This is an optimization exercise on Yosys and OpenROAD, whose aim is small area, not a production implementation.
Where RTL was checked, it was by simulation tests only, not by an equivalence proof against the original.
Power figures rest on the tool's default switching activity, not on a simulated workload.

==> module sc_stage, before the edit <==
module sc_stage #(parameter K = 1, parameter W = 64, parameter FILL = 1'b0) (
  input  [W-1:0]   x,
  input            s,
  input            sn,
  output [W+K-1:0] y
);
  genvar i;
  generate
    for (i = 0; i < W + K; i = i + 1) begin : g
      wire a = (i < W) ? x[i] : FILL;
      wire b = (i >= K) ? x[i-K] : FILL;
      assign y[i] = ~((a | s) & (b | sn));
    end
  endgenerate
endmodule
==> module shift_concat, before the edit <==
module shift_concat(clk, rst, stall, data_in,  valid_bits, msg_fin, data_out, done);
  input clk;
  input rst;
  input stall;
  input [63:0] data_in;
  input [6:0] valid_bits;
  input msg_fin;
  output done;
  output [63:0] data_out;
  reg [63:0] lo;             
  reg [62:0] hi;             
  reg [5:0] totalValidBits;
  reg msgFinReg;
  reg overflow;
  reg live;                  
  wire [6:0] validAddition = {1'b0, totalValidBits} + valid_bits;
  wire vbok = ~valid_bits[6] | (valid_bits[5:0] == 6'd0);
  reg [63:0] inMask;
  integer j;
  always @* begin
    for (j = 0; j < 64; j = j + 1)
      inMask[j] = vbok & (valid_bits > j);
  end
  wire [63:0] maskedInputN = ~(data_in & inMask);
  wire [5:0] t = totalValidBits;
  wire [5:0] tn = ~totalValidBits;
  wire [64:0]  s0;    
  wire [66:0]  s1;    
  wire [70:0]  s2;    
  wire [78:0]  s3;    
  wire [94:0]  s4;    
  wire [126:0] s5;    
  sc_stage #(.K(1),  .W(64), .FILL(1'b1)) u0 (.x(maskedInputN), .s(t[0]), .sn(tn[0]), .y(s0));
  sc_stage #(.K(2),  .W(65), .FILL(1'b0)) u1 (.x(s0), .s(t[1]), .sn(tn[1]), .y(s1));
  sc_stage #(.K(4),  .W(67), .FILL(1'b1)) u2 (.x(s1), .s(t[2]), .sn(tn[2]), .y(s2));
  sc_stage #(.K(8),  .W(71), .FILL(1'b0)) u3 (.x(s2), .s(t[3]), .sn(tn[3]), .y(s3));
  sc_stage #(.K(16), .W(79), .FILL(1'b1)) u4 (.x(s3), .s(t[4]), .sn(tn[4]), .y(s4));
  sc_stage #(.K(32), .W(95), .FILL(1'b0)) u5 (.x(s4), .s(t[5]), .sn(tn[5]), .y(s5));
  wire [126:0] shifted = ~s5;
  wire [63:0] previous = overflow ? {1'b0, hi} : (live ? lo : 64'd0);
  assign done = overflow;
  assign data_out = lo;
  always @(posedge clk) begin
    lo <= shifted[63:0] | previous;
    hi <= shifted[126:64];
  end
  always @(posedge clk, negedge rst) begin
    if (~rst) begin
      totalValidBits <= 6'd0;
      overflow <= 1'b0;
      msgFinReg <= 1'b0;
      live <= 1'b0;
    end else begin
      live <= 1'b1;
      totalValidBits <= msgFinReg ? valid_bits[5:0] : validAddition[5:0];
      overflow <= (msgFinReg && totalValidBits != 6'd0) ? 1'b1 : validAddition[6];
      if (msg_fin)
        msgFinReg <= 1'b1;
      else if (totalValidBits == 6'd0)
        msgFinReg <= 1'b0;
    end
  end
endmodule
Settings: LEC_CHECK=0, ABC_AREA=0, CAP_MARGIN=20, CORE_MARGIN=2, CORE_UTILIZATION=40, SLEW_MARGIN=20, SYNTH_HIERARCHICAL=1; clock period 5.0 ns.
run.sh (not shown) runs the stock make flow with config.mk's settings and CLKGATE_MAP_FILE= SYNTH_SCRIPT=/design/flow/synth_recipe.tcl, a recipe that flattens the netlist after the stock synthesis.
Rerun with:
--- a/flow/design.v
+++ b/flow/design.v
@@ -7,11 +7,17 @@
 );
   genvar i;
   generate
     for (i = 0; i < W + K; i = i + 1) begin : g
-      wire a = (i < W) ? x[i] : FILL;
-      wire b = (i >= K) ? x[i-K] : FILL;
-      assign y[i] = ~((a | s) & (b | sn));
+      if (i < K) begin : lo_fill
+        if (FILL) assign y[i] = ~x[i] & sn;
+        else      assign y[i] = ~(x[i] & sn);
+      end else if (i >= W) begin : hi_fill
+        if (FILL) assign y[i] = ~x[i-K] & s;
+        else      assign y[i] = ~(x[i-K] & s);
+      end else begin : mux
+        assign y[i] = ~((x[i] | s) & (x[i-K] | sn));
+      end
     end
   endgenerate
 endmodule
 module shift_concat(clk, rst, stall, data_in,  valid_bits, msg_fin, data_out, done);
@@ -23,9 +29,9 @@
   input msg_fin;
   output done;
   output [63:0] data_out;
   reg [63:0] lo;             
-  reg [62:0] hi;             
+  reg [62:0] hiN;            
   reg [5:0] totalValidBits;
   reg msgFinReg;
   reg overflow;
   reg live;                  
@@ -51,15 +57,14 @@
   sc_stage #(.K(4),  .W(67), .FILL(1'b1)) u2 (.x(s1), .s(t[2]), .sn(tn[2]), .y(s2));
   sc_stage #(.K(8),  .W(71), .FILL(1'b0)) u3 (.x(s2), .s(t[3]), .sn(tn[3]), .y(s3));
   sc_stage #(.K(16), .W(79), .FILL(1'b1)) u4 (.x(s3), .s(t[4]), .sn(tn[4]), .y(s4));
   sc_stage #(.K(32), .W(95), .FILL(1'b0)) u5 (.x(s4), .s(t[5]), .sn(tn[5]), .y(s5));
-  wire [126:0] shifted = ~s5;
-  wire [63:0] previous = overflow ? {1'b0, hi} : (live ? lo : 64'd0);
+  wire [63:0] previous = overflow ? {1'b0, ~hiN} : (live ? lo : 64'd0);
   assign done = overflow;
   assign data_out = lo;
   always @(posedge clk) begin
-    lo <= shifted[63:0] | previous;
-    hi <= shifted[126:64];
+    lo <= ~s5[63:0] | previous;
+    hiN <= s5[126:64];
   end
   always @(posedge clk, negedge rst) begin
     if (~rst) begin
       totalValidBits <= 6'd0;
Outcome: Total power went down by 3.9%; setup slack improved by 0.25 ns; clock-buffer cell count went up by 3; fmax went up by 6.0%; design area went down by 2.6%; routed wire length went down by 8.4%.
Only the layout flow was run in the first run of this note; the RTL was not checked for function there.

## north
The RTL this note starts from:
==> flow/design.v <==
`timescale 1 ns/ 1 ps
module sc_stage #(parameter K = 1, parameter W = 64, parameter FILL = 1'b0) (
  input  [W-1:0]   x,
  input            s,
  input            sn,
  output [W+K-1:0] y
);
  genvar i;
  generate
    for (i = 0; i < W + K; i = i + 1) begin : g
      if (i < K) begin : lo_fill
        if (FILL) assign y[i] = ~(x[i] | s);
        else      assign y[i] = ~(x[i] & sn);
      end else if (i >= W) begin : hi_fill
        if (FILL) assign y[i] = ~(x[i-K] | sn);
        else      assign y[i] = ~(x[i-K] & s);
      end else begin : mux
        assign y[i] = ~((x[i] | s) & (x[i-K] | sn));
      end
    end
  endgenerate
endmodule
module sc_mask (
  input  [63:0] d,
  input  [7:0]  gtH,
  input  [7:0]  geH,
  input  [6:0]  gtL,
  output [63:0] yn
);
  genvar j;
  generate
    for (j = 0; j < 64; j = j + 1) begin : g
      if (j % 8 == 7) begin : top
        assign yn[j] = ~(d[j] & gtH[j/8]);
      end else begin : mid
        assign yn[j] = ~(d[j] & geH[j/8] & (gtH[j/8] | gtL[j%8]));
      end
    end
  endgenerate
endmodule
module sc_merge (
  input  [63:0] sn,
  input  [62:0] hiN,
  input  [63:0] lo,
  input         ovN,
  input         selLo,
  output [63:0] y
);
  genvar i;
  generate
    for (i = 0; i < 64; i = i + 1) begin : g
      if (i < 63) begin : with_hi
        assign y[i] = ~((ovN | hiN[i]) & sn[i] & ~(selLo & lo[i]));
      end else begin : no_hi
        assign y[i] = ~(sn[i] & ~(selLo & lo[i]));
      end
    end
  endgenerate
endmodule
module shift_concat(clk, rst, stall, data_in,  valid_bits, msg_fin, data_out, done);
  input clk;
  input rst;
  input stall;
  input [63:0] data_in;
  input [6:0] valid_bits;
  input msg_fin;
  output done;
  output [63:0] data_out;
  reg [63:0] lo;             
  reg [62:0] hiN;            
  reg [5:0] totalValidBits;
  reg msgFinReg;
  reg overflow;
  reg live;                  
  wire [6:0] validAddition = {1'b0, totalValidBits} + valid_bits;
  wire [2:0] uh = valid_bits[5:3];
  wire [2:0] ul = valid_bits[2:0];
  wire vbZero = (valid_bits[5:0] == 6'd0);
  reg [7:0] gtH, geH;
  reg [6:0] gtL;
  integer j;
  always @* begin
    for (j = 0; j < 8; j = j + 1) begin
      gtH[j] = valid_bits[6] ? vbZero : (uh > j);
      geH[j] = valid_bits[6] ? vbZero : (uh >= j);
    end
    for (j = 0; j < 7; j = j + 1)
      gtL[j] = (ul > j);
  end
  wire [63:0] maskedInputN;
  sc_mask um (.d(data_in), .gtH(gtH), .geH(geH), .gtL(gtL), .yn(maskedInputN));
  wire [5:0] t = totalValidBits;
  wire [5:0] tn = ~totalValidBits;
  wire [64:0]  s0;    
  wire [66:0]  s1;    
  wire [70:0]  s2;    
  wire [78:0]  s3;    
  wire [94:0]  s4;    
  wire [126:0] s5;    
  sc_stage #(.K(1),  .W(64), .FILL(1'b1)) u0 (.x(maskedInputN), .s(t[0]), .sn(tn[0]), .y(s0));
  sc_stage #(.K(2),  .W(65), .FILL(1'b0)) u1 (.x(s0), .s(t[1]), .sn(tn[1]), .y(s1));
  sc_stage #(.K(4),  .W(67), .FILL(1'b1)) u2 (.x(s1), .s(t[2]), .sn(tn[2]), .y(s2));
  sc_stage #(.K(8),  .W(71), .FILL(1'b0)) u3 (.x(s2), .s(t[3]), .sn(tn[3]), .y(s3));
  sc_stage #(.K(16), .W(79), .FILL(1'b1)) u4 (.x(s3), .s(t[4]), .sn(tn[4]), .y(s4));
  sc_stage #(.K(32), .W(95), .FILL(1'b0)) u5 (.x(s4), .s(t[5]), .sn(tn[5]), .y(s5));
  wire [63:0] loNext;
  sc_merge umg (.sn(s5[63:0]), .hiN(hiN), .lo(lo), .ovN(~overflow), .selLo(~overflow & live), .y(loNext));
  assign done = overflow;
  assign data_out = lo;
  always @(posedge clk) begin
    lo <= loNext;
    hiN <= s5[126:64];
  end
  always @(posedge clk, negedge rst) begin
    if (~rst) begin
      totalValidBits <= 6'd0;
      overflow <= 1'b0;
      msgFinReg <= 1'b0;
      live <= 1'b0;
    end else begin
      live <= 1'b1;
      totalValidBits <= msgFinReg ? valid_bits[5:0] : validAddition[5:0];
      overflow <= (msgFinReg && totalValidBits != 6'd0) ? 1'b1 : validAddition[6];
      if (msg_fin)
        msgFinReg <= 1'b1;
      else if (totalValidBits == 6'd0)
        msgFinReg <= 1'b0;
    end
  end
endmodule
Settings: LEC_CHECK=0, ABC_AREA=0, CAP_MARGIN=20, CORE_MARGIN=2, CORE_UTILIZATION=60, SLEW_MARGIN=20, SYNTH_HIERARCHICAL=1; clock period 5.0 ns.
standard.sh (not shown) runs the stock make flow with config.mk's settings and CLKGATE_MAP_FILE= SYNTH_SCRIPT=/design/flow/synth_recipe.tcl, a recipe that flattens the netlist after the stock synthesis.
==> flow/flow/run.sh <==
#!/bin/bash
# Layout flow: the standard layout (standard.sh) with these changes:
#  - synthesis is the standard flow's own script (synth_recipe.tcl) with ABC's mapping step
#    run as an area-oriented script (flow/abc_area_map.script); the registers
#    and their names are those of the standard synthesis;
#  - the input and output ports are buffered with buf_1 cells;
#  - clock tree synthesis uses a clkbuf_8 root, clkbuf_4 buffers below it and no dummy loads.
# Each ORFS step writes its full log under orfs/logs/; make's own output goes
# to layout.log in the work folder.
set -euo pipefail
W=$(pwd)
F=$W/flow
{ sed "s#@ABC_SCRIPT@#$F/abc_area_map.script#" "$F/abc_override.tcl"; cat "$W/synth_recipe.tcl"; } > "$W/synth_area.tcl"
sed "s#SYNTH_SCRIPT=[^ ]*#SYNTH_SCRIPT=$W/synth_area.tcl#" "$W/standard.sh" > "$W/layout.sh"
grep -q "SYNTH_SCRIPT=$W/synth_area.tcl" "$W/layout.sh"
export BUFFER_PORTS_ARGS="-buffer_cell sky130_fd_sc_hd__buf_1"
export CTS_ARGS="-sink_clustering_enable -repair_clock_nets -dont_use_dummy_load -root_buf sky130_fd_sc_hd__clkbuf_8 -buf_list sky130_fd_sc_hd__clkbuf_4"
bash "$W/layout.sh" finish > "$W/layout.log" 2>&1
==> flow/flow/abc_area_map.script <==
strash
dch
map -a
==> flow/flow/abc_override.tcl <==
proc abc {args} {
  set i [lsearch -exact $args -script]
  if {$i >= 0} { lset args [expr {$i + 1}] @ABC_SCRIPT@ }
  yosys abc {*}$args
}
diff inputs: north => south
--- a/flow/design.v
+++ b/flow/design.v
@@ -73,5 +73,6 @@
   reg overflow;
   reg live;                  
-  wire [6:0] validAddition = {1'b0, totalValidBits} + valid_bits;
+  wire flushMore = msgFinReg & (totalValidBits != 6'd0);
+  wire [6:0] validAddition = {1'b0, totalValidBits & {6{~msgFinReg}}} + valid_bits;
   wire [2:0] uh = valid_bits[5:3];
   wire [2:0] ul = valid_bits[2:0];
@@ -120,10 +121,7 @@
     end else begin
       live <= 1'b1;
-      totalValidBits <= msgFinReg ? valid_bits[5:0] : validAddition[5:0];
-      overflow <= (msgFinReg && totalValidBits != 6'd0) ? 1'b1 : validAddition[6];
-      if (msg_fin)
-        msgFinReg <= 1'b1;
-      else if (totalValidBits == 6'd0)
-        msgFinReg <= 1'b0;
+      totalValidBits <= validAddition[5:0];
+      overflow <= flushMore | validAddition[6];
+      msgFinReg <= msg_fin | flushMore;
     end
   end
[summary]
- In south relative to north, power after layout had gone up slightly.
- Re synthesized flop and latch total: no difference whatsoever between north and south.
- Depth of the critical timing path with buffers and inverters included: lower on north
- Any difference in fmax between south and north is small enough to ignore.
- Ratio of total power to cell area ends up lower on north.
- Wire: south routes less than north
- Taking north as the reference, in south design area lower, synthesized area dropped 0.74%.
- south: global-route total usage across every layer higher than north
- Compared with north, south shows a worst reg-to-reg path cell count that is 3 lower.
- Looking at inverter count, south sits below north.

==> port drivers added, routing unchanged <==
No port has a modelled driver above. Below, the same layouts with a new extraction and two added sets of constraints. Step 1 assumes that a clkbuf_16 drives the clock port and a buf_2 every other input. Step 2, shift: input delay + t, output delay - t, t = (earliest + latest rising clock arrival at the registers) / 2. This alone moves slack from input paths to output paths. Slacks: ideal ports / drivers / drivers and shift; pairs: ideal ports / drivers.
run	shift t [ns]	setup WS [ns]	worst data-port slew with drivers (ns)
the first run of note 1	0.467	0.610 / 0.631 / 0.165	0.05
the second run of note 1	0.466	0.860 / 0.889 / 0.423	0.04
north	0.463	0.761 / 0.781 / 0.319	0.04
south	0.451	0.768 / 0.785 / 0.335	0.04
After both steps setup and hold are still met in every run listed. The setup slack of the first run of note 1, which loses most, moves by +0.021 ns with the drivers and by -0.445 ns with both steps.
